From an optimization exercise on the open Yosys and OpenROAD flow, aimed at small area and a short achievable clock period; shortcuts taken in it are not production practice.
The RTL was checked by simulation tests, not by an equivalence proof against the original design.
In run 4 the design's own scripts or RTL, not TritonCTS, make the clock network.
The clock port is modelled as an ideal driver, which makes a skipped or thinned clock tree look cheaper than it is; a real chip needs a root buffer or a tree.
No activity file was given, so power comes from the tool's default toggle rates.

==> design.v <==
module alu_top (
    input             clk,
    input      [3:0]  control,
    input             CI,
    input      [31:0] DATA_A,
    input      [31:0] DATA_B,
    output reg [31:0] OUT,
    output reg        CO,
    output reg        OVF,
    output reg        N,
    output reg        Z
);
reg  [3:0]  control_q;
reg         CI_q;
reg  [31:0] A_q, B_q;
wire [31:0] out_w;
wire        co_w, ovf_w, n_w, z_w;
always @(posedge clk) begin
    control_q <= control;
    CI_q      <= CI;
    A_q       <= DATA_A;
    B_q       <= DATA_B;
end
ALU #(.WIDTH(32)) alu (
    .control(control_q), .CI(CI_q), .DATA_A(A_q), .DATA_B(B_q),
    .OUT(out_w), .CO(co_w), .OVF(ovf_w), .N(n_w), .Z(z_w)
);
always @(posedge clk) begin
    OUT <= out_w;
    CO  <= co_w;
    OVF <= ovf_w;
    N   <= n_w;
    Z   <= z_w;
end
endmodule

module ALU #(parameter WIDTH=8)
    (
	  input [3:0] control,
	  input CI,
	  input [WIDTH-1:0] DATA_A,
	  input [WIDTH-1:0] DATA_B,
      output [WIDTH-1:0] OUT,
	  output CO,
	  output OVF,
	  output N, Z
    );
generate if (WIDTH == 32) begin : g_fast
wire c3 = control[3], c2 = control[2], c1 = control[1], c0 = control[0];
wire arith = ~c3 & (c2 | c1);                
wire sub   = c1;                             
wire inv   = arith & c1 & c0;                
wire cin   = ~c2 | ((c1 | c0) & CI);
wire k     = arith & (cin ^ inv);            
wire addop = ~c3 & c2 & ~c1;                 
wire subop = arith & c1;
wire [WIDTH-1:0] a = DATA_A;
wire [WIDTH-1:0] y = DATA_B ^ {WIDTH{sub}};
wire [WIDTH-1:0] p = a ^ y;
wire [WIDTH-1:0] g = a & y & {WIDTH{arith}};
wire [WIDTH-1:0] t = a | y;
wire l_and = ~c3 & ~c2 & ~c1 & ~c0;
wire l_xor = (~c3 & ~c2 & ~c1 & c0) | (c3 & c2 & c1 & ~c0);    
wire l_orr = c3 & c2 & ~c1 & ~c0;
wire l_mov = c3 & c2 & c0;                                      
wire [WIDTH-1:0] q = ({WIDTH{arith}} & (p ^ {WIDTH{inv}}))
                   | ({WIDTH{l_and}} & (a & y))
                   | ({WIDTH{l_xor}} & p)
                   | ({WIDTH{l_orr}} & t)
                   | ({WIDTH{l_mov}} & y);
wire [31:0] G0 = {g[30:0], k};
wire [31:0] P0 = {p[30:0], 1'b0};
wire G1_1 = G0[1] | (P0[1] & G0[0]);
wire G1_3 = G0[3] | (P0[3] & G0[2]);
wire P1_3 = P0[3] & P0[2];
wire G1_5 = G0[5] | (P0[5] & G0[4]);
wire P1_5 = P0[5] & P0[4];
wire G1_7 = G0[7] | (P0[7] & G0[6]);
wire P1_7 = P0[7] & P0[6];
wire G1_9 = G0[9] | (P0[9] & G0[8]);
wire P1_9 = P0[9] & P0[8];
wire G1_11 = G0[11] | (P0[11] & G0[10]);
wire P1_11 = P0[11] & P0[10];
wire G1_13 = G0[13] | (P0[13] & G0[12]);
wire P1_13 = P0[13] & P0[12];
wire G1_15 = G0[15] | (P0[15] & G0[14]);
wire P1_15 = P0[15] & P0[14];
wire G1_17 = G0[17] | (P0[17] & G0[16]);
wire P1_17 = P0[17] & P0[16];
wire G1_19 = G0[19] | (P0[19] & G0[18]);
wire P1_19 = P0[19] & P0[18];
wire G1_21 = G0[21] | (P0[21] & G0[20]);
wire P1_21 = P0[21] & P0[20];
wire G1_23 = G0[23] | (P0[23] & G0[22]);
wire P1_23 = P0[23] & P0[22];
wire G1_25 = G0[25] | (P0[25] & G0[24]);
wire P1_25 = P0[25] & P0[24];
wire G1_27 = G0[27] | (P0[27] & G0[26]);
wire P1_27 = P0[27] & P0[26];
wire G1_29 = G0[29] | (P0[29] & G0[28]);
wire P1_29 = P0[29] & P0[28];
wire G1_31 = G0[31] | (P0[31] & G0[30]);
wire P1_31 = P0[31] & P0[30];
wire G2_3 = G1_3 | (P1_3 & G1_1);
wire G2_7 = G1_7 | (P1_7 & G1_5);
wire P2_7 = P1_7 & P1_5;
wire G2_11 = G1_11 | (P1_11 & G1_9);
wire P2_11 = P1_11 & P1_9;
wire G2_15 = G1_15 | (P1_15 & G1_13);
wire P2_15 = P1_15 & P1_13;
wire G2_19 = G1_19 | (P1_19 & G1_17);
wire P2_19 = P1_19 & P1_17;
wire G2_23 = G1_23 | (P1_23 & G1_21);
wire P2_23 = P1_23 & P1_21;
wire G2_27 = G1_27 | (P1_27 & G1_25);
wire P2_27 = P1_27 & P1_25;
wire G2_31 = G1_31 | (P1_31 & G1_29);
wire P2_31 = P1_31 & P1_29;
wire G3_7 = G2_7 | (P2_7 & G2_3);
wire G3_15 = G2_15 | (P2_15 & G2_11);
wire P3_15 = P2_15 & P2_11;
wire G3_23 = G2_23 | (P2_23 & G2_19);
wire P3_23 = P2_23 & P2_19;
wire G3_31 = G2_31 | (P2_31 & G2_27);
wire P3_31 = P2_31 & P2_27;
wire G4_15 = G3_15 | (P3_15 & G3_7);
wire G4_31 = G3_31 | (P3_31 & G3_23);
wire P4_31 = P3_31 & P3_23;
wire G5_31 = G4_31 | (P4_31 & G4_15);
wire G6_23 = G3_23 | (P3_23 & G4_15);
wire G7_11 = G2_11 | (P2_11 & G3_7);
wire G7_19 = G2_19 | (P2_19 & G4_15);
wire G7_27 = G2_27 | (P2_27 & G6_23);
wire G8_5 = G1_5 | (P1_5 & G2_3);
wire G8_9 = G1_9 | (P1_9 & G3_7);
wire G8_13 = G1_13 | (P1_13 & G7_11);
wire G8_17 = G1_17 | (P1_17 & G4_15);
wire G8_21 = G1_21 | (P1_21 & G7_19);
wire G8_25 = G1_25 | (P1_25 & G6_23);
wire G8_29 = G1_29 | (P1_29 & G7_27);
wire G9_2 = G0[2] | (P0[2] & G1_1);
wire G9_4 = G0[4] | (P0[4] & G2_3);
wire G9_6 = G0[6] | (P0[6] & G8_5);
wire G9_8 = G0[8] | (P0[8] & G3_7);
wire G9_10 = G0[10] | (P0[10] & G8_9);
wire G9_12 = G0[12] | (P0[12] & G7_11);
wire G9_14 = G0[14] | (P0[14] & G8_13);
wire G9_16 = G0[16] | (P0[16] & G4_15);
wire G9_18 = G0[18] | (P0[18] & G8_17);
wire G9_20 = G0[20] | (P0[20] & G7_19);
wire G9_22 = G0[22] | (P0[22] & G8_21);
wire G9_24 = G0[24] | (P0[24] & G6_23);
wire G9_26 = G0[26] | (P0[26] & G8_25);
wire G9_28 = G0[28] | (P0[28] & G7_27);
wire G9_30 = G0[30] | (P0[30] & G8_29);
wire [31:0] c;   
assign c[0] = G0[0];
assign c[1] = G1_1;
assign c[2] = G9_2;
assign c[3] = G2_3;
assign c[4] = G9_4;
assign c[5] = G8_5;
assign c[6] = G9_6;
assign c[7] = G3_7;
assign c[8] = G9_8;
assign c[9] = G8_9;
assign c[10] = G9_10;
assign c[11] = G7_11;
assign c[12] = G9_12;
assign c[13] = G8_13;
assign c[14] = G9_14;
assign c[15] = G4_15;
assign c[16] = G9_16;
assign c[17] = G8_17;
assign c[18] = G9_18;
assign c[19] = G7_19;
assign c[20] = G9_20;
assign c[21] = G8_21;
assign c[22] = G9_22;
assign c[23] = G6_23;
assign c[24] = G9_24;
assign c[25] = G8_25;
assign c[26] = G9_26;
assign c[27] = G7_27;
assign c[28] = G9_28;
assign c[29] = G8_29;
assign c[30] = G9_30;
assign c[31] = G5_31;
assign OUT = q ^ c;
assign N = OUT[WIDTH-1];
wire [WIDTH-1:0] tq = inv ? g : (t & {WIDTH{arith}});
wire [WIDTH-1:0] pc = {tq[WIDTH-2:0], k};
assign Z = ~|(q ^ pc);
wire c32 = g[WIDTH-1] | (p[WIDTH-1] & c[WIDTH-1]);
assign CO  = (addop & c32) | (subop & ~OUT[WIDTH-1]);
assign OVF = arith & (c[WIDTH-1] ^ c32);
end else begin : g_generic
reg [WIDTH-1:0] R; reg RC, RV;
always @(*) begin
	RC = 1'b0; RV = 1'b0;
	case (control)
		4'b0000: R = DATA_A & DATA_B;
		4'b0001: R = DATA_A ^ DATA_B;
		4'b0010: R = DATA_A - DATA_B;
		4'b0011: R = DATA_B - DATA_A;
		4'b0100: {RC, R} = DATA_A + DATA_B;
		4'b0101: {RC, R} = DATA_A + DATA_B + CI;
		4'b0110: R = DATA_A - DATA_B + CI - 1;
		4'b0111: R = DATA_B - DATA_A + CI - 1;
		4'b1100: R = DATA_A | DATA_B;
		4'b1101: R = DATA_B;
		4'b1110: R = DATA_A ^ ~DATA_B;
		4'b1111: R = ~DATA_B;
		default: R = {WIDTH{1'b0}};
	endcase
	case (control)
		4'b0010, 4'b0110: begin RC = ~R[WIDTH-1]; RV = (DATA_A[WIDTH-1] & ~DATA_B[WIDTH-1] & ~R[WIDTH-1]) | (~DATA_A[WIDTH-1] & DATA_B[WIDTH-1] & R[WIDTH-1]); end
		4'b0011, 4'b0111: begin RC = ~R[WIDTH-1]; RV = (DATA_B[WIDTH-1] & ~DATA_A[WIDTH-1] & ~R[WIDTH-1]) | (~DATA_B[WIDTH-1] & DATA_A[WIDTH-1] & R[WIDTH-1]); end
		4'b0100, 4'b0101: RV = (DATA_A[WIDTH-1] & DATA_B[WIDTH-1] & ~R[WIDTH-1]) | (~DATA_A[WIDTH-1] & ~DATA_B[WIDTH-1] & R[WIDTH-1]);
		default: ;
	endcase
end
assign OUT = R; assign CO = RC; assign OVF = RV;
assign N = R[WIDTH-1];
assign Z = ~|R;
end endgenerate
endmodule
==> run.sh <==
#!/bin/bash
# synth_recipe.tcl (not shown) runs the flow's synth.tcl, then flattens the netlist and writes it again
# the make line also repeats each setting of config.mk as NAME=value (left out here)
make -C /OpenROAD-flow-scripts/flow DESIGN_CONFIG=/design/flow/config.mk WORK_HOME=/design/flow/orfs CLKGATE_MAP_FILE= SYNTH_SCRIPT=/design/flow/synth_recipe.tcl finish
==> config.mk <==
export PLATFORM = sky130hd
export DESIGN_NAME = alu_top
export DESIGN_NICKNAME = alu_top
export VERILOG_FILES = /design/flow/design.v
export SDC_FILE = /design/flow/constraint.sdc
export NUM_CORES = 4
export LEC_CHECK = 0
export ABC_AREA = 1
export CAP_MARGIN = 20
export CORE_MARGIN = 2
export CORE_UTILIZATION = 40
export SLEW_MARGIN = 20
==> constraint.sdc <==
create_clock -name core_clock -period 10.0 [get_ports {clk}]
set_input_delay 2.0000 -clock core_clock [delete_from_list [all_inputs] [get_ports {clk}]]
set_output_delay 2.0000 -clock core_clock [all_outputs]
set_load 0.01 [all_outputs]
==> load_flow_metrics.sql, run 1 <==
INSERT INTO impl_metrics (metric_group, metric, value, unit) VALUES
('yosys', 'synth_sequential_area_ratio', '33.7', '%'),
('drt', 'drt-initial-drc-count', '314', ''),
('setup_path', 'critical_path.reg2reg.endpoint', 'Z', ''),
('layout', 'seq_area', '2080', 'sq um'),
('layout', 'final_nets', '1005', ''),
('setup_path', 'crit_arrival', '4.53', 'ns'),
('worst_hold_path', 'holdCritStartpoint', 'control_q[2]', ''),
('layout', 'multi_input_comb_area', '3420', 'sq um'),
('placement', 'placement.cell_area', '7340', 'sq um'),
('power', 'sw_frac_of_total', '31.6', '%'),
('drt', 'vias', '5192', ''),
('timing', 'max_slew_margin', '31.6', '%'),
('timing', 'timing.final.crit_period', '4.22', 'ns'),
('worst_hold_path', 'min_delay_path_depth', '4', ''),
('clocking', 'h_tree_levels', '3', ''),
('power', 'cell_leakage_power', '3.52', 'nW'),
('floorplan', 'core', '15100', 'sq um'),
('timing', 'grt_setup_unrepaired', 'false', ''),
('yosys', 'synth.net_count', '915', ''),
('setup_path', 'worst_r2r_startpoint', 'control_q[1]', ''),
('clocking', 'cts_resized', '0', ''),
('yosys', 'synthesis.area', '6180', 'sq um'),
('timing', 'fin_skew', '0.00768', 'ns'),
('layout', 'layout.core_utilization', '50.5', '%'),
('clocking', 'clock_tree.root_cell', 'sky130_fd_sc_hd__clkbuf_16', ''),
('placement', 'post-dp-hpwl', '11400', 'microns'),
('setup_path', 'timing_worst_setup_path_type', 'flip-flop to flip-flop', ''),
('grt', 'largest_net_degree_at_the_start_of_global_routing', '39', ''),
('floorplan', 'core.rowCount', '45', ''),
('power', 'power.net_switching', '391', 'uW'),
('setup_path', 'startpoint_type', 'flip-flop', ''),
('clocking', 'cts.sinks', '104', ''),
('layout', 'post_route_cells_drive_above_1_share', '5.14', '%'),
('yosys', 'synth.cells.most_frequent', '137 x sky130_fd_sc_hd__inv_1, 104 x sky130_fd_sc_hd__dfxtp_1, 102 x sky130_fd_sc_hd__nand2_1', ''),
('layout', 'total_inserted_antenna_cells', '0', ''),
('worst_hold_path', 'worst_hold_path_type', 'flip-flop to flip-flop', ''),
('yosys', 'synthTopCellsByArea', 'sky130_fd_sc_hd__dfxtp_1 34%, sky130_fd_sc_hd__ha_1 13%, sky130_fd_sc_hd__inv_1 8.3%', ''),
('setup_path', 'critPathMaxFanout', '38', ''),
('timing', 'timing.setup.tns', '0', 'ns'),
('grt', 'grt.total_usage', '19.3', '%'),
('drt', 'drt.antenna.violating_nets', '0', ''),
('grt', 'grt_first_pass_wirelength', '25000', 'microns'),
('yosys', 'synth.most_common_cell', 'sky130_fd_sc_hd__inv_1', ''),
('layout', 'post-route-cell-area', '7640', 'sq um'),
('yosys', 'synthesis.yosys.warnings', '1', ''),
('run_status', 'outcome', 'timing/DRC/antenna clean', ''),
('placement', 'gp_routability_congestion', '0.896', ''),
('power', 'p_int', '847', 'uW'),
('yosys', 'ys_types', '40', ''),
('timing', 'post-route-period-util', '42.2', '%'),
('clocking', 'cts_tree', 'done', ''),
('job', 'drv.max_cap_violation_count', '0', ''),
('placement', 'placed_cells', '1048', ''),
('power', 'power.ir.vdd_worst', '0.0000858', 'V'),
('setup_path', 'reg2regPathDepth', '11', ''),
('clocking', 'clkTransAtPathRegs', '0.07', 'ns'),
('yosys', 'post_synth_edffs', '0', ''),
('power', 'power_per_cell_area', '162', 'nW/um^2'),
('layout', 'areaGrowthSynthToFinish', '23.7', '%'),
('layout', 'layout.cells.non_filler', '1064', ''),
('clocking', 'setup_buffers_after_cts', '0', ''),
('yosys', 'syn-instance-count', '781', ''),
('setup_path', 'worst-endpoint-required', '10.30', 'ns'),
('setup_path', 'crit_path_top_delay_cell', 'sky130_fd_sc_hd__inv_1', ''),
('drt', 'drt_pass_1_iters', '5', ''),
('floorplan', 'die_width', '128', 'microns'),
('power', 'p_seq_share', '39.1', '%'),
('yosys', 'synth_top_area_share', '33.7', '%'),
('grt', 'grt_overflow', '0', ''),
('floorplan', 'initial_utilization', '40.8', '%'),
('timing', 'timing_worst_slew_pin_value', '1.03', 'ns');
## final cells by class
cell class	instances	area share, %
multi-input combinational	508	44.7
sequential	104	27.3
timing repair buffer	109	14.1
inverter	139	6.83
tap	188	3.08
clock buffer	9	2.95
clock inverter	7	1.01
## cells in the final DEF (no fill, tap or decap), types with 2 or more instances in the layout
cell | synthesis | routed
sky130_fd_sc_hd__nand3_1 | 13 | 13
sky130_fd_sc_hd__dfxtp_1 | 104 | 103
sky130_fd_sc_hd__o211ai_1 | 9 | 9
sky130_fd_sc_hd__nand2_2 | 9 | 9
sky130_fd_sc_hd__inv_2 | 2 | 2
sky130_fd_sc_hd__ha_1 | 64 | 64
sky130_fd_sc_hd__inv_6 | 0 | 3
sky130_fd_sc_hd__nor2_1 | 27 | 26
sky130_fd_sc_hd__nor4_1 | 3 | 3
sky130_fd_sc_hd__o21ai_0 | 49 | 49
sky130_fd_sc_hd__a31oi_1 | 3 | 3
sky130_fd_sc_hd__nand2_1 | 102 | 102
sky130_fd_sc_hd__nor3_1 | 3 | 3
sky130_fd_sc_hd__nand2_4 | 2 | 2
sky130_fd_sc_hd__nand4_1 | 9 | 9
sky130_fd_sc_hd__nor2_2 | 1 | 2
sky130_fd_sc_hd__xnor2_1 | 43 | 43
sky130_fd_sc_hd__inv_1 | 137 | 137
sky130_fd_sc_hd__or2_2 | 3 | 3
sky130_fd_sc_hd__clkdlybuf4s50_1 | 0 | 105
sky130_fd_sc_hd__buf_4 | 3 | 4
sky130_fd_sc_hd__clkbuf_16 | 0 | 9
sky130_fd_sc_hd__nor2_4 | 3 | 3
sky130_fd_sc_hd__xor2_1 | 41 | 41
sky130_fd_sc_hd__a21oi_1 | 50 | 50
sky130_fd_sc_hd__nand3b_1 | 3 | 3
sky130_fd_sc_hd__o22ai_1 | 38 | 38
sky130_fd_sc_hd__o21ai_1 | 3 | 3
sky130_fd_sc_hd__o221ai_1 | 12 | 12
sky130_fd_sc_hd__a22oi_1 | 9 | 9
## worst max-delay path by stage
stage | to | from
6_report | Z | control_q[1]
5_1_grt | Z | control_q[1]
4_1_cts | Z | control_q[1]
2_1_floorplan | OUT[30] | control_q[1]
3_3_place_gp | Z | control_q[1]
3_5_place_dp | Z | control_q[1]
## power by group through the flow
stage                     Clock, mW  Combinational, mW  Sequential (mW)
after CTS                     0.370              0.397            0.485
after global routing          0.387              0.436            0.489
after detailed placement          0              0.394            0.494
after floorplan                   0              0.216            0.511
final                         0.358              0.396            0.484
after global placement            0              0.395            0.494
## per-stage QoR
| step | hold slack, ns | setup slack [ns] | power, mW |
|---|---|---|---|
| finish | 0.646 | 5.78 | 1.24 |
| CTS | 0.647 | 5.75 | 1.25 |
| global placement | 0.646 | 5.91 | 0.889 |
| detailed placement | 0.628 | 5.77 | 0.888 |
| global route | 0.698 | 5.23 | 1.31 |
| floorplan | 0.575 | 7.23 | 0.727 |
## registers in the layout, indices dropped and copies added, names as in the netlist
signal and flops:
A_q 32, B_q 32, OUT 31, control_q 4, CI_q 1, CO 1
N 1, OVF 1, Z 1
## cell families after synthesis
logic type | share of synthesized area (%)
buf+inv | 11.0
simple gates | 13.5
xor+xnor | 11.9
compound gates | 17.0
fa+ha+maj | 13.0
flops | 33.7
## worst max-delay path: cells and delay by family (launching register included)
kind / cells / cell delay, ns
AO/OA/AOI/OAI: 1 / 0.19
XOR/XNOR: 1 / 0.22
buffers and inverters: 4 / 2.00
flip-flops: 1 / 0.31
AND/OR/NAND/NOR: 5 / 1.42
## routing by layer
metal | track usage, % | vias to the layer above | share of wire, %
met5 | 0 | - | 0
met1 | 25.1 | 2308 | 47
met4 | 5.69 | 0 | 1.5
met2 | 32.8 | 144 | 47
li1 | - | 2726 | -
met3 | 3.71 | 14 | 5.3
==> inputs of run 2 (changes only) <==
==> flow/run.sh (new file) <==
#!/bin/bash
# Standard ORFS layout, with small fast port buffers and timing repair aimed
# below the clock period (the design is built and signed off at the design's period).
set -euo pipefail
bash standard.sh \
  "BUFFER_PORTS_ARGS=-buffer_cell sky130_fd_sc_hd__buf_1" \
  "SETUP_SLACK_MARGIN=7" \
  finish > make_finish.log 2>&1
==> standard.sh (new file) <==
#!/bin/bash
# synth_recipe.tcl (not shown) runs the flow's synth.tcl, then flattens the netlist and writes it again
# the make line also repeats each setting of config.mk as NAME=value (left out here)
make -C /OpenROAD-flow-scripts/flow DESIGN_CONFIG=/design/flow/config.mk WORK_HOME=/design/flow/orfs CLKGATE_MAP_FILE= SYNTH_SCRIPT=/design/flow/synth_recipe.tcl "${@:-finish}"
removed: run.sh
==> load_flow_metrics.sql, run 2 <==
INSERT INTO impl_metrics (metric_group, metric, value, unit) VALUES
('yosys', 'synth_top_flop_cell', 'sky130_fd_sc_hd__dfxtp_1', ''),
('layout', 'areaGrowthSynthToFinish', '17.9', '%'),
('setup_path', 'critical_path.endpoint_type', 'output port', ''),
('layout', 'post-route-cell-area', '7290', 'sq um'),
('placement', 'port_buffers', '105', ''),
('clocking', 'worstSkewPairLatency', '0.36', 'ns'),
('drt', 'drt.antenna.violating_nets', '0', ''),
('timing', 'max_slew_margin', '54.1', '%'),
('timing', 'hold_violation_total_from_the_final_report', '0', ''),
('timing', 'timing_worst_slew_pin_value', '0.687', 'ns'),
('setup_path', 'critPathMaxFanout', '1', ''),
('placement', 'post-dp-hpwl', '11200', 'microns'),
('layout', 'final.fill_count', '1547', ''),
('timing', 'post-route-period-util', '28.9', '%'),
('drt', 'drt-initial-drc-count', '585', ''),
('drt', 'total_drc_errors_in_the_routed_layout', '0', ''),
('floorplan', 'core', '15100', 'sq um'),
('clocking', 'cts_tree', 'done', ''),
('setup_path', 'critical_path.cell_chain', 'buf_1', ''),
('yosys', 'asyncSetResetFlopFracSynth', '0', '%'),
('grt', 'grt_first_pass_wirelength', '26500', 'microns'),
('grt', 'grt_overflow', '0', ''),
('yosys', 'syn_area_per_cell', '7.91', 'sq um'),
('floorplan', 'die_width', '128', 'microns'),
('floorplan', 'top_level_ports', '106', ''),
('power', 'cell_leakage_power', '3.32', 'nW'),
('yosys', 'synth.largest_area_cell', 'sky130_fd_sc_hd__dfxtp_1', ''),
('setup_path', 'worst-endpoint-required', '8.00', 'ns'),
('layout', 'mostFrequentLayoutCells', '131 x sky130_fd_sc_hd__inv_1, 105 x sky130_fd_sc_hd__buf_1, 102 x sky130_fd_sc_hd__dfxtp_1', ''),
('layout', 'biggestRegsByFlops', 'A_q x32, B_q x32, OUT x31', ''),
('setup_path', 'crit_path_top_delay_cell', 'sky130_fd_sc_hd__dfxtp_1', ''),
('timing', 'timing.setup.tns', '0', 'ns'),
('layout', 'final_nets', '1020', ''),
('drt', 'vias', '5524', ''),
('layout', 'post_route_cells_drive_above_1_share', '9.09', '%'),
('timing', 'timing.final.crit_period', '2.89', 'ns'),
('timing', 'slew_viol_final', '0', ''),
('setup_path', 'startpoint_type', 'flip-flop', ''),
('setup_path', 'crit_arrival', '0.89', 'ns'),
('yosys', 'synth.most_common_cell', 'sky130_fd_sc_hd__inv_1', ''),
('yosys', 'ys_seq_elements', '104', ''),
('drt', 'detail_route.wirelength', '17100', 'microns'),
('grt', 'antenna_found_initial', '0', ''),
('layout', 'total_inserted_antenna_cells', '0', ''),
('clocking', 'clockBufferDepth', '2', ''),
('yosys', 'post_synth_edffs', '0', ''),
('yosys', 'synthTopCellsByArea', 'sky130_fd_sc_hd__dfxtp_1 34%, sky130_fd_sc_hd__ha_1 13%, sky130_fd_sc_hd__inv_1 8.3%', ''),
('setup_path', 'cp_slowest_stage_delay', '0.37', 'ns'),
('floorplan', 'initial_utilization', '40.8', '%'),
('timing', 'timing.fmax', '0.345', 'GHz'),
('setup_path', 'bufs_and_invs_on_worst_path', '1', ''),
('power', 'power.ir.vdd_worst', '0.000122', 'V'),
('clocking', 'h_tree_levels', '3', ''),
('run_status', 'outcome', 'timing/DRC/antenna clean', ''),
('yosys', 'synth_sequential_area_ratio', '33.7', '%'),
('floorplan', 'area_enclosed_by_the_die_boundary', '16500', 'sq um'),
('job', 'drv.max_cap_violation_count', '0', ''),
('yosys', 'syn-instance-count', '781', ''),
('clocking', 'cts.sinks', '104', ''),
('worst_hold_path', 'worst_hold_path_type', 'flip-flop to flip-flop', ''),
('drt', 'routed_via_density', '5.12', ''),
('floorplan', 'core.rowCount', '45', ''),
('clocking', 'clock_tree.root_cell', 'sky130_fd_sc_hd__clkbuf_16', ''),
('layout', 'layout.core_utilization', '48.1', '%'),
('yosys', 'synth_top_area_share', '33.7', '%'),
('setup_path', 'timing_worst_setup_path_type', 'flip-flop to output port', ''),
('layout', 'layout_commonest_cell', 'sky130_fd_sc_hd__inv_1', ''),
('timing', 'setup_viol', '0', ''),
('yosys', 'synthesis.area', '6180', 'sq um'),
('yosys', 'synthesis.yosys.warnings', '1', ''),
('yosys', 'synth.net_count', '915', ''),
('setup_path', 'crit_family', 'flip-flops', ''),
('grt', 'first_global_vias', '5208', ''),
('yosys', 'ys_types', '40', ''),
('timing', 'grt_setup_unrepaired', 'false', ''),
('placement', 'gp_routability_congestion', '0.864', ''),
('power', 'power_per_cell_area', '161', 'nW/um^2'),
('power', 'power', '1.17', 'mW'),
('clocking', 'clkTransAtPathRegs', '0.07', 'ns'),
('timing', 'fin_skew', '0.0116', 'ns'),
('grt', 'grt.total_usage', '20.7', '%'),
('drt', 'drt_pass_1_iters', '5', ''),
('clocking', 'tritoncts_buffers', '9', ''),
('placement', 'placement.cell_area', '6680', 'sq um'),
('grt', 'largest_net_degree_at_the_start_of_global_routing', '33', ''),
('drt', 'avgRoutedWirePerCell', '15.8', 'microns'),
('yosys', 'synth.cells.most_frequent', '137 x sky130_fd_sc_hd__inv_1, 104 x sky130_fd_sc_hd__dfxtp_1, 102 x sky130_fd_sc_hd__nand2_1', ''),
('floorplan', 'die_height', '128', 'microns');
[run 2: cell count changes in the layout (fill, tap and decap cells not counted), sizes merged, moves of 2 or more]
cell	delta
clkbuf	+2
nor2	+2
clkdlybuf4s50	-105
buf	+113
clkinvlp	+6
inv	-5
[run 2: logic make-up (layout without fill, tap and decap cells)]
| kind of cell | count (synthesis) | count (layout) | share of synthesized area [%] |
|---|---|---|---|
| AO/OA/AOI/OAI | 178 | 178 | 17.0 |
| XOR/XNOR | 84 | 84 | 11.9 |
| adder cells (fa/ha/maj) | 64 | 64 | 13.0 |
| buffers and inverters | 169 | 276 | 11.0 |
| flip-flops | 104 | 104 | 33.7 |
| AND/OR/NAND/NOR | 182 | 185 | 13.5 |
[run 2: power by group]
part | leakage, nW | internal (mW) | total, mW | switching [mW]
Combinational | 2.32 | 0.132 | 0.353 | 0.222
Clock | 0.131 | 0.176 | 0.334 | 0.158
Sequential | 0.876 | 0.466 | 0.487 | 0.0205
[run 2: area by class of cell]
cell class / instances / area (sq um) / area share [%]
clock inverter: 6 / 45.0 / 0.618
multi-input combinational: 511 / 3560 / 48.9
timing repair buffer: 119 / 574 / 7.88
inverter: 139 / 529 / 7.26
sequential: 104 / 2090 / 28.6
timing repair inverter: 2 / 15.0 / 0.206
tap: 188 / 235 / 3.23
clock buffer: 10 / 239 / 3.28
[run 2: worst paths after layout]
check / start / endpoint / slack (ns) / cells after the start
worst max-delay path: Z / Z / 7.11 / 1
worst min-delay path: control_q[2] / CO / 0.64 / 4
worst max register to register: control_q[0] / Z / 7.11 / 10
worst min register to register: control_q[2] / CO / 0.64 / 4
[run 2: timing repair]
| action | in CTS | in global routing |
|---|---|---|
| endpoints found under the hold margin | 0 | 0 |
| gates resized for setup | 15 | 21 |
| cloned | 5 | 2 |
| setup buffers | 3 | 6 |
| endpoints found under the setup margin | 35 | 11 |
| pin swaps | 3 | 4 |
| hold buffers | 0 | 0 |
[run 2: stage by stage]
step	std cells	worst slack, ns	hold WS (ns)
floorplan	781	7.23	0.575
global placement	1047	6.26	0.632
detailed placement	1047	6.15	0.632
CTS	1071	6.98	0.652
global route	1079	6.99	0.688
finish	1079	7.11	0.644
[run 2: routing by layer]
layer  track usage [%]  routed length [microns]  vias to the layer above
met1              27.1                     7520                     2500
met5                 0                        0                        -
met2              34.5                     7980                      233
met4              5.82                      286                        0
met3              4.67                     1300                       31
li1                  -                        -                     2760
[run 2: worst reg2reg max path, cell delays in order, from the launching register on]
cell and delay [ns]:
sky130_fd_sc_hd__dfxtp_1 0.52, sky130_fd_sc_hd__inv_1 0.25, sky130_fd_sc_hd__nor2_4 0.40, sky130_fd_sc_hd__inv_1 0.39, sky130_fd_sc_hd__o22ai_1 0.22, sky130_fd_sc_hd__a21oi_1 0.07
sky130_fd_sc_hd__o211ai_1 0.17, sky130_fd_sc_hd__xor2_1 0.11, sky130_fd_sc_hd__nor4_1 0.44, sky130_fd_sc_hd__nand3b_1 0.14, sky130_fd_sc_hd__nor2_1 0.12
==> inputs of run 3 (changes only) <==
==> flow/run.sh (replaced) <==
#!/bin/bash
# ORFS layout through the standard.sh, with three changes: the logic is mapped by
# this flow's own ABC script (flow/abc.script; the registers come out as in the standard
# synthesis), the ports get small fast buffers, and timing repair aims below the clock
# period (the design is still built and signed off at the design's period).
set -euo pipefail
here=$(pwd)
export MY_ABC_SCRIPT=$here/flow/abc.script
bash standard.sh \
  "SYNTH_SCRIPT=$here/flow/synth.tcl" \
  "ADDER_MAP_FILE=" \
  "BUFFER_PORTS_ARGS=-buffer_cell sky130_fd_sc_hd__buf_1" \
  "SETUP_SLACK_MARGIN=7" \
  finish > make_finish.log 2>&1
==> flow/abc.script (new file) <==
strash; &get -n; &deepsyn -T 30; &put; dch; map -a; topo
==> flow/synth.tcl (new file) <==
proc synth {args} { yosys synth -nofsm -noshare {*}$args }
# Map the logic with this flow's own ABC script instead of ORFS's.
proc abc {args} {
  set i [lsearch -exact $args -script]
  if {$i >= 0} { lset args [expr {$i + 1}] $::env(MY_ABC_SCRIPT) }
  yosys abc {*}$args
}
source $::env(SCRIPTS_DIR)/synth.tcl
# left out here: clear keep_hierarchy, flatten, clean up, hide names made inside functions, write 1_2_yosys.v
--- a/config.mk
+++ b/config.mk
@@ -5,7 +5,6 @@
 export SDC_FILE = /design/flow/constraint.sdc
 export NUM_CORES = 4
 export LEC_CHECK = 0
-export ABC_AREA = 1
 export CAP_MARGIN = 20
 export CORE_MARGIN = 2
 export CORE_UTILIZATION = 40
==> load_flow_metrics.sql, run 3 <==
INSERT INTO impl_metrics (metric_group, metric, value, unit) VALUES
('layout', 'mostFrequentLayoutCells', '122 x sky130_fd_sc_hd__buf_4, 105 x sky130_fd_sc_hd__buf_1, 101 x sky130_fd_sc_hd__dfxtp_1', ''),
('setup_path', 'critPathMaxFanout', '4', ''),
('yosys', 'synth_top_flop_cell', 'sky130_fd_sc_hd__dfxtp_1', ''),
('grt', 'grt.total_usage', '28.8', '%'),
('clocking', 'worstSkewPairLatency', '0.37', 'ns'),
('setup_path', 'reg2regPathDepth', '58', ''),
('yosys', 'synthesis.area', '4590', 'sq um'),
('yosys', 'syn-instance-count', '593', ''),
('setup_path', 'cp_slowest_stage_delay', '0.36', 'ns'),
('layout', 'layout.core_utilization', '65.6', '%'),
('yosys', 'post_synth_edffs', '0', ''),
('timing', 'timing.fmax', '0.139', 'GHz'),
('floorplan', 'area_enclosed_by_the_die_boundary', '12400', 'sq um'),
('yosys', 'synth_top_area_share', '45.3', '%'),
('layout', 'layout.cells.non_filler', '1033', ''),
('grt', 'first_global_vias', '5433', ''),
('layout', 'biggestRegsByFlops', 'A_q x32, B_q x32, OUT x31', ''),
('floorplan', 'core', '11300', 'sq um'),
('grt', 'grt_overflow', '0', ''),
('grt', 'antenna_found_initial', '0', ''),
('yosys', 'synth.net_count', '663', ''),
('setup_path', 'worst-endpoint-required', '10.22', 'ns'),
('yosys', 'synth.largest_area_cell', 'sky130_fd_sc_hd__dfxtp_1', ''),
('floorplan', 'core.rowCount', '39', ''),
('drt', 'total_drc_errors_in_the_routed_layout', '0', ''),
('power', 'power.ir.vdd_worst', '0.000125', 'V'),
('drt', 'avgRoutedWirePerCell', '18.3', 'microns'),
('clocking', 'clockBufferDepth', '2', ''),
('grt', 'largest_net_degree_at_the_start_of_global_routing', '31', ''),
('drt', 'vias', '5657', ''),
('drt', 'drt.antenna.violating_nets', '0', ''),
('worst_hold_path', 'min_delay_path_depth', '2', ''),
('setup_path', 'crit_path_top_delay_cell', 'sky130_fd_sc_hd__dfxtp_2', ''),
('layout', 'multi_input_comb_area', '2640', 'sq um'),
('timing', 'timing.final.crit_period', '7.22', 'ns'),
('layout', 'final.fill_count', '908', ''),
('yosys', 'synth.cells.most_frequent', '104 x sky130_fd_sc_hd__dfxtp_1, 103 x sky130_fd_sc_hd__nand2_1, 101 x sky130_fd_sc_hd__o21ai_0', ''),
('worst_hold_path', 'worst_hold_path.endpoint', 'OUT[3]', ''),
('power', 'p_int', '861', 'uW'),
('setup_path', 'worst_r2r_startpoint', 'control_q[2]', ''),
('setup_path', 'crit_arrival', '7.43', 'ns'),
('layout', 'areaGrowthSynthToFinish', '61.6', '%'),
('timing', 'max_slew_margin', '28.7', '%'),
('drt', 'drt-initial-drc-count', '655', ''),
('grt', 'grt_first_pass_wirelength', '27500', 'microns'),
('yosys', 'asyncSetResetFlopFracSynth', '0', '%'),
('yosys', 'synth.most_common_cell', 'sky130_fd_sc_hd__dfxtp_1', ''),
('timing', 'slew_viol_final', '0', ''),
('timing', 'grt_setup_unrepaired', 'true', ''),
('timing', 'timing_worst_slew_pin_value', '1.04', 'ns'),
('timing', 'hold_violation_total_from_the_final_report', '0', ''),
('timing', 'timing.setup.tns', '0', 'ns'),
('clocking', 'holdBufCountCts', '0', ''),
('clocking', 'h_tree_levels', '3', ''),
('floorplan', 'initial_utilization', '40.6', '%'),
('layout', 'final_nets', '955', ''),
('yosys', 'synth-compound-area-share', '22.3', '%'),
('yosys', 'synthTopCellsByArea', 'sky130_fd_sc_hd__dfxtp_1 45%, sky130_fd_sc_hd__o21ai_0 11%, sky130_fd_sc_hd__nand2_1 8.4%', ''),
('placement', 'post-dp-hpwl', '9660', 'microns'),
('setup_path', 'reg2reg_slack', '2.78', 'ns'),
('timing', 'fin_skew', '0.0102', 'ns'),
('clocking', 'clkTransAtPathRegs', '0.08', 'ns'),
('yosys', 'syn_area_per_cell', '7.75', 'sq um'),
('floorplan', 'die_width', '111', 'microns'),
('power', 'p_seq_share', '38.8', '%'),
('floorplan', 'die_height', '111', 'microns'),
('yosys', 'synthesis.yosys.warnings', '1', ''),
('job', 'drv.max_cap_violation_count', '0', ''),
('run_status', 'outcome', 'timing/DRC/antenna clean', ''),
('power', 'cell_leakage_power', '3.08', 'nW'),
('clocking', 'cts_tree', 'done', ''),
('drt', 'drt_pass_1_iters', '6', ''),
('layout', 'total_inserted_antenna_cells', '0', ''),
('layout', 'seq_area', '2090', 'sq um'),
('timing', 'post-route-period-util', '72.2', '%'),
('power', 'power.share.clock', '30.6', '%'),
('power', 'sw_frac_of_total', '31.2', '%'),
('setup_path', 'cp_common_cell', 'sky130_fd_sc_hd__buf_4', ''),
('setup_path', 'timing_worst_setup_path_type', 'flip-flop to flip-flop', ''),
('timing', 'fin_ws', '2.78', 'ns'),
('yosys', 'synth_simple_gate_area_share', '16.7', '%'),
('clocking', 'cts.sinks', '104', ''),
('worst_hold_path', 'worst_hold_path_type', 'flip-flop to flip-flop', ''),
('yosys', 'synth_mux_area_share', '0', '%'),
('drt', 'detail_route.wirelength', '18900', 'microns'),
('yosys', 'ys_seq_elements', '104', ''),
('setup_path', 'critical_path.endpoint_type', 'flip-flop', ''),
('yosys', 'synth_sequential_area_ratio', '45.3', '%'),
('worst_hold_path', 'holdCritStartpoint', 'B_q[3]', ''),
('yosys', 'ys_types', '31', ''),
('power', 'power_per_cell_area', '169', 'nW/um^2'),
('yosys', 'post_synth_fa_ha_maj_area_fraction', '0.871', '%'),
('placement', 'port_buffers', '105', ''),
('placement', 'gp_routability_congestion', '0.908', ''),
('power', 'power.net_switching', '390', 'uW'),
('floorplan', 'top_level_ports', '106', ''),
('yosys', 'synth_xor_area_share', '9.91', '%'),
('setup_path', 'critical_path.reg2reg.endpoint', 'OUT[9]', ''),
('placement', 'placed_cells', '846', ''),
('drt', 'routed_via_density', '5.48', ''),
('timing', 'setup_viol', '0', ''),
('layout', 'post_route_cells_drive_above_1_share', '29.9', '%'),
('yosys', 'synth_top_family_by_area', 'compound AO/OA/AOI/OAI gates', ''),
('power', 'power.share.combinational', '30.6', '%'),
('placement', 'dp_slack', '1.88', 'ns'),
('clocking', 'tritoncts_buffers', '9', ''),
('layout', 'layout_commonest_cell', 'sky130_fd_sc_hd__buf_4', ''),
('power', 'power', '1.25', 'mW'),
('clocking', 'clock_tree.root_cell', 'sky130_fd_sc_hd__clkbuf_16', ''),
('setup_path', 'startpoint_type', 'flip-flop', '');
==> run 3: cell types whose count changed in the layout (fill, tap and decap cells not counted), moves of 8 or more <==
| cell | before | now |
|---|---|---|
| sky130_fd_sc_hd__inv_1 | 131 | 0 |
| sky130_fd_sc_hd__xor2_1 | 38 | 26 |
| sky130_fd_sc_hd__nand4_1 | 9 | 1 |
| sky130_fd_sc_hd__o221ai_1 | 12 | 0 |
| sky130_fd_sc_hd__clkinv_1 | 0 | 49 |
| sky130_fd_sc_hd__buf_6 | 0 | 52 |
| sky130_fd_sc_hd__o21ai_2 | 0 | 12 |
| sky130_fd_sc_hd__nor2_1 | 26 | 62 |
| sky130_fd_sc_hd__o22ai_1 | 38 | 9 |
| sky130_fd_sc_hd__ha_1 | 63 | 0 |
| sky130_fd_sc_hd__o21ai_0 | 47 | 83 |
| sky130_fd_sc_hd__a21oi_1 | 49 | 20 |
| sky130_fd_sc_hd__buf_4 | 9 | 122 |
| sky130_fd_sc_hd__xnor2_1 | 39 | 15 |
==> run 3: worst max-delay path, delay by kind of cell, from the launching register on <==
family	cells	cell delay, ns
XOR/XNOR	1	0.15
adder cells (fa/ha/maj)	3	0.66
AO/OA/AOI/OAI	7	0.56
flip-flops	1	0.36
AND/OR/NAND/NOR	6	0.65
buffers and inverters	41	4.68
==> run 3: kinds of logic after synthesis <==
kind of cell / count (synthesis)
AND/OR/NAND/NOR: 194
AO/OA/AOI/OAI: 181
flip-flops: 104
buffers and inverters: 58
XOR/XNOR: 52
adder cells (fa/ha/maj): 4
==> run 3: power groups by stage <==
| stage | clock [mW] | sequential [mW] | combinational (mW) |
|---|---|---|---|
| CTS | 0.389 | 0.485 | 0.322 |
| global placement | 0 | 0.493 | 0.217 |
| finish | 0.382 | 0.486 | 0.383 |
| detailed placement | 0 | 0.494 | 0.218 |
| global route | 0.407 | 0.490 | 0.403 |
| floorplan | 0 | 0.504 | 0.131 |
==> run 3: worst max path at each step <==
stage / start / end / slack, ns / cells past startpoint
final: control_q[2] / OUT[9] / 2.78 / 58
after global routing: control_q[2] / CO / 2.45 / 53
after CTS: control_q[1] / CO / 3.40 / 51
after detailed placement: control_q[1] / CO / 1.88 / 52
after global placement: control_q[1] / CO / 2.14 / 52
after floorplan: control_q[2] / CO / 2.99 / 52
==> run 3: area by class of cell <==
class,count,area share (%)
tap,143,2.41
clock inverter,7,1.38
timing repair buffer,281,26.2
inverter,57,3.19
clock buffer,9,3.03
timing repair inverter,1,0.0674
multi-input combinational,431,35.6
sequential,104,28.1
==> run 3: routing by layer <==
layer	GRT usage, %	routed length [microns]
met5	0	0
met4	21.2	1350
met3	8.75	1780
met2	47.1	8840
met1	31.4	6910
==> run 3: what timing repair did <==
item | CTS | global route
gates resized for setup | 72 | 42
setup endpoints to repair | 29 | 29
pin swaps | 39 | 33
gates cloned | 2 | 0
setup buffers | 148 | 21
==> run 3: metrics by stage <==
stage | cell area [sq um] | hold slack, ns
after floorplan | 4680 | 0.482
after global placement | 5290 | 0.567
after detailed placement | 5290 | 0.567
after CTS | 7080 | 0.589
after global routing | 7420 | 0.605
final | 7420 | 0.599
==> inputs of run 4 (changes only) <==
==> flow/run.sh (replaced) <==
#!/bin/bash
# Standard ORFS layout through the standard.sh, with three changes: the ports get
# small fast buffers, the clock tree is one level of four clkbuf_16 (flow/cts_manual.tcl),
# and timing repair aims below the clock period (the design is still built and signed
# off at the design's period).
set -euo pipefail
here=$(pwd)
bash standard.sh \
  "BUFFER_PORTS_ARGS=-buffer_cell sky130_fd_sc_hd__buf_1" \
  "PRE_CTS_TCL=$here/flow/cts_manual.tcl" \
  "SETUP_SLACK_MARGIN=7" \
  finish > make_finish.log 2>&1
==> flow/cts_manual.tcl (new file) <==
# Read by ORFS's CTS step (PRE_CTS_TCL). Replaces clock_tree_synthesis with a one-level
# clock tree: the clock port drives four clkbuf_16, each of which drives the registers of
# one quadrant of the placement (split at the median x, then at the median y). Every
# register sees the same single buffer stage, so the tree adds no deliberate skew.
proc clock_tree_synthesis { args } {
  set block [ord::get_db_block]
  set master [[ord::get_db] findMaster sky130_fd_sc_hd__clkbuf_16]
  set clknet [[$block findBTerm clk] getNet]
  set sinks {}
  foreach it [$clknet getITerms] {
    set bb [[$it getInst] getBBox]
    lappend sinks [list $it [expr {([$bb xMin] + [$bb xMax]) / 2}] [expr {([$bb yMin] + [$bb yMax]) / 2}]]
  }
  set sorted [lsort -integer -index 1 $sinks]
  set half [expr {[llength $sorted] / 2}]
  set groups {}
  foreach col [list [lrange $sorted 0 [expr {$half - 1}]] [lrange $sorted $half end]] {
    set col [lsort -integer -index 2 $col]
    set h [expr {[llength $col] / 2}]
    lappend groups [lrange $col 0 [expr {$h - 1}]] [lrange $col $h end]
  }
  set g 0
  foreach grp $groups {
    set inst [odb::dbInst_create $block $master clkbuf_q$g]
    set net [odb::dbNet_create $block clknet_q$g]
    $net setSigType CLOCK
    [$inst findITerm A] connect $clknet
    [$inst findITerm X] connect $net
    set sx 0
    set sy 0
    foreach s $grp {
      set it [lindex $s 0]
      $it disconnect
      $it connect $net
      set sx [expr {$sx + [lindex $s 1]}]
      set sy [expr {$sy + [lindex $s 2]}]
    }
    set m [llength $grp]
    $inst setLocation [expr {$sx / $m}] [expr {$sy / $m}]
    $inst setPlacementStatus PLACED
    incr g
  }
  puts "cts_manual: clock port drives $g clkbuf_16, [llength $sinks] registers"
  set_propagated_clock [all_clocks]
}
--- a/config.mk
+++ b/config.mk
@@ -5,6 +5,7 @@
 export SDC_FILE = /design/flow/constraint.sdc
 export NUM_CORES = 4
 export LEC_CHECK = 0
+export ABC_AREA = 1
 export CAP_MARGIN = 20
 export CORE_MARGIN = 2
 export CORE_UTILIZATION = 40
removed: flow/abc.script
removed: flow/synth.tcl
==> load_flow_metrics.sql, run 4 <==
INSERT INTO impl_metrics (metric_group, metric, value, unit) VALUES
('run_status', 'outcome', 'timing/DRC/antenna clean', ''),
('floorplan', 'initial_utilization', '40.8', '%'),
('grt', 'grt.total_usage', '19.8', '%'),
('setup_path', 'reg2regPathDepth', '9', ''),
('power', 'power_per_cell_area', '141', 'nW/um^2'),
('yosys', 'synth-compound-area-share', '17.0', '%'),
('floorplan', 'die_height', '128', 'microns'),
('drt', 'drt.antenna.violating_nets', '0', ''),
('clocking', 'clkTransAtPathRegs', '0.10', 'ns'),
('yosys', 'synth.most_common_cell', 'sky130_fd_sc_hd__inv_1', ''),
('timing', 'hold_violation_total_from_the_final_report', '0', ''),
('setup_path', 'crit_arrival', '2.92', 'ns'),
('floorplan', 'top_level_ports', '106', ''),
('yosys', 'synth_top_family_by_area', 'compound AO/OA/AOI/OAI gates', ''),
('layout', 'total_inserted_antenna_cells', '0', ''),
('worst_hold_path', 'holdCritStartpoint', 'control_q[2]', ''),
('worst_hold_path', 'min_delay_path_depth', '4', ''),
('clocking', 'worstSkewPairLatency', '0.16', 'ns'),
('layout', 'areaGrowthSynthToFinish', '16.3', '%'),
('yosys', 'post_synth_edffs', '0', ''),
('timing', 'timing.final.crit_period', '2.82', 'ns'),
('layout', 'layout.core_utilization', '47.5', '%'),
('layout', 'multi_input_comb_area', '3560', 'sq um');
run 4: cell types whose count changed after synthesis, sizes merged, moves of 8 or more:
cell,change
inv,+139
ha,+64
clkinv,-57
o21ai,-49
nor2,-37
o22ai,+27
xnor2,+26
a21oi,+22
buf,+17
clkbuf,+12
o221ai,+12
nand2,+10
nand4,+8
run 4: worst max-delay path, stage by stage, from the launching register on:
cell and delay [ns]:
sky130_fd_sc_hd__dfxtp_1 0.53, sky130_fd_sc_hd__inv_1 0.25, sky130_fd_sc_hd__nand3_4 0.31, sky130_fd_sc_hd__clkinvlp_4 0.37, sky130_fd_sc_hd__a21oi_1 0.25, sky130_fd_sc_hd__o211ai_1 0.18
sky130_fd_sc_hd__xor2_1 0.18, sky130_fd_sc_hd__nor4_1 0.45, sky130_fd_sc_hd__nand3b_1 0.13, sky130_fd_sc_hd__nor2_1 0.10
run 4: metrics by stage:
stage / cells / setup WS (ns) / total power, mW
6_report: 1079 / 7.18 / 1.01
5_1_grt: 1079 / 6.99 / 1.08
4_1_cts: 1064 / 7.01 / 1.01
3_5_place_dp: 1047 / 6.15 / 0.824
3_3_place_gp: 1047 / 6.26 / 0.824
2_1_floorplan: 781 / 7.23 / 0.727
run 4: kinds of logic (layout without fill, tap and decap cells):
group / Yosys count / in the layout
and+or+nand+nor: 182 / 185
AOI/OAI and AO/OA: 178 / 178
buffers and inverters: 169 / 276
DFF: 104 / 104
xor gates and xnor gates: 84 / 84
adders and majority gates: 64 / 64
run 4: worst max path at each step:
stage	startpoint	end	slack (ns)	cells after the start
after floorplan	control_q[1]	OUT[30]	7.23	23
after global placement	control_q[1]	CO	6.26	23
after detailed placement	control_q[1]	OUT[30]	6.15	23
after CTS	control_q[3]	OUT[30]	7.01	23
after global routing	control_q[1]	OUT[30]	6.99	23
final	control_q[0]	Z	7.18	9
run 4: where the power goes:
part	internal, mW	switching (mW)
Sequential	0.466	0.0202
Clock	0.0736	0.0997
Combinational	0.134	0.221
run 4: final cells by class:
cell class	count	share of cell area, %
flip-flops and latches	104	29.0
multi-input cells	511	49.5
well taps	188	3.27
repair inverters	2	0.209
plain buffers	4	1.39
repair buffers	131	9.12
inverters	139	7.45
run 4: timing repair:
action,4_1_cts,5_1_grt
pin swaps,3,5
gates cloned,5,1
gates resized for setup,15,20
hold buffers,0,0
buffers inserted,8,14
endpoints found under the setup margin,35,14
run 4: per-layer routing:
metal | vias up | GRT usage (%) | wire (microns)
met5 | - | 0 | 0
met4 | 0 | 3.88 | 370
met3 | 25 | 1.38 | 1100
met2 | 216 | 34.2 | 7760
met1 | 2470 | 27.3 | 7580
li1 | 2760 | - | -

-- re-timing with driven ports --
How much do the figures lean on ideal ports? The routed layouts below were timed once more, with nothing changed but the port constraints.
Step 1, drivers: a clkbuf_16 drives clk and a buf_2 each remaining input, both assumed.
Step 2 also shifts input and output timing later by t, the mid clock arrival at the registers, as if the neighbouring blocks saw the same clock.
a / b / c = no drivers / after step 1 / after step 2; a / b = the first two.
| run | t (ns) | setup slack, ns | worst setup path after step 2 | pins driven straight from the clock port |
|---|---|---|---|---|
| run 1 | 0.400 | 5.777 / 5.777 / 5.777 | register to register | 1 |
| run 2 | 0.399 | 7.106 / 7.064 / 7.107 | register to register | 1 |
| run 3 | 0.402 | 2.785 / 2.785 / 2.785 | register to register | 1 |
| run 4 | 0.249 | 7.183 / 7.183 / 7.183 | register to register | 4 |
After both steps every run listed still meets setup and hold.
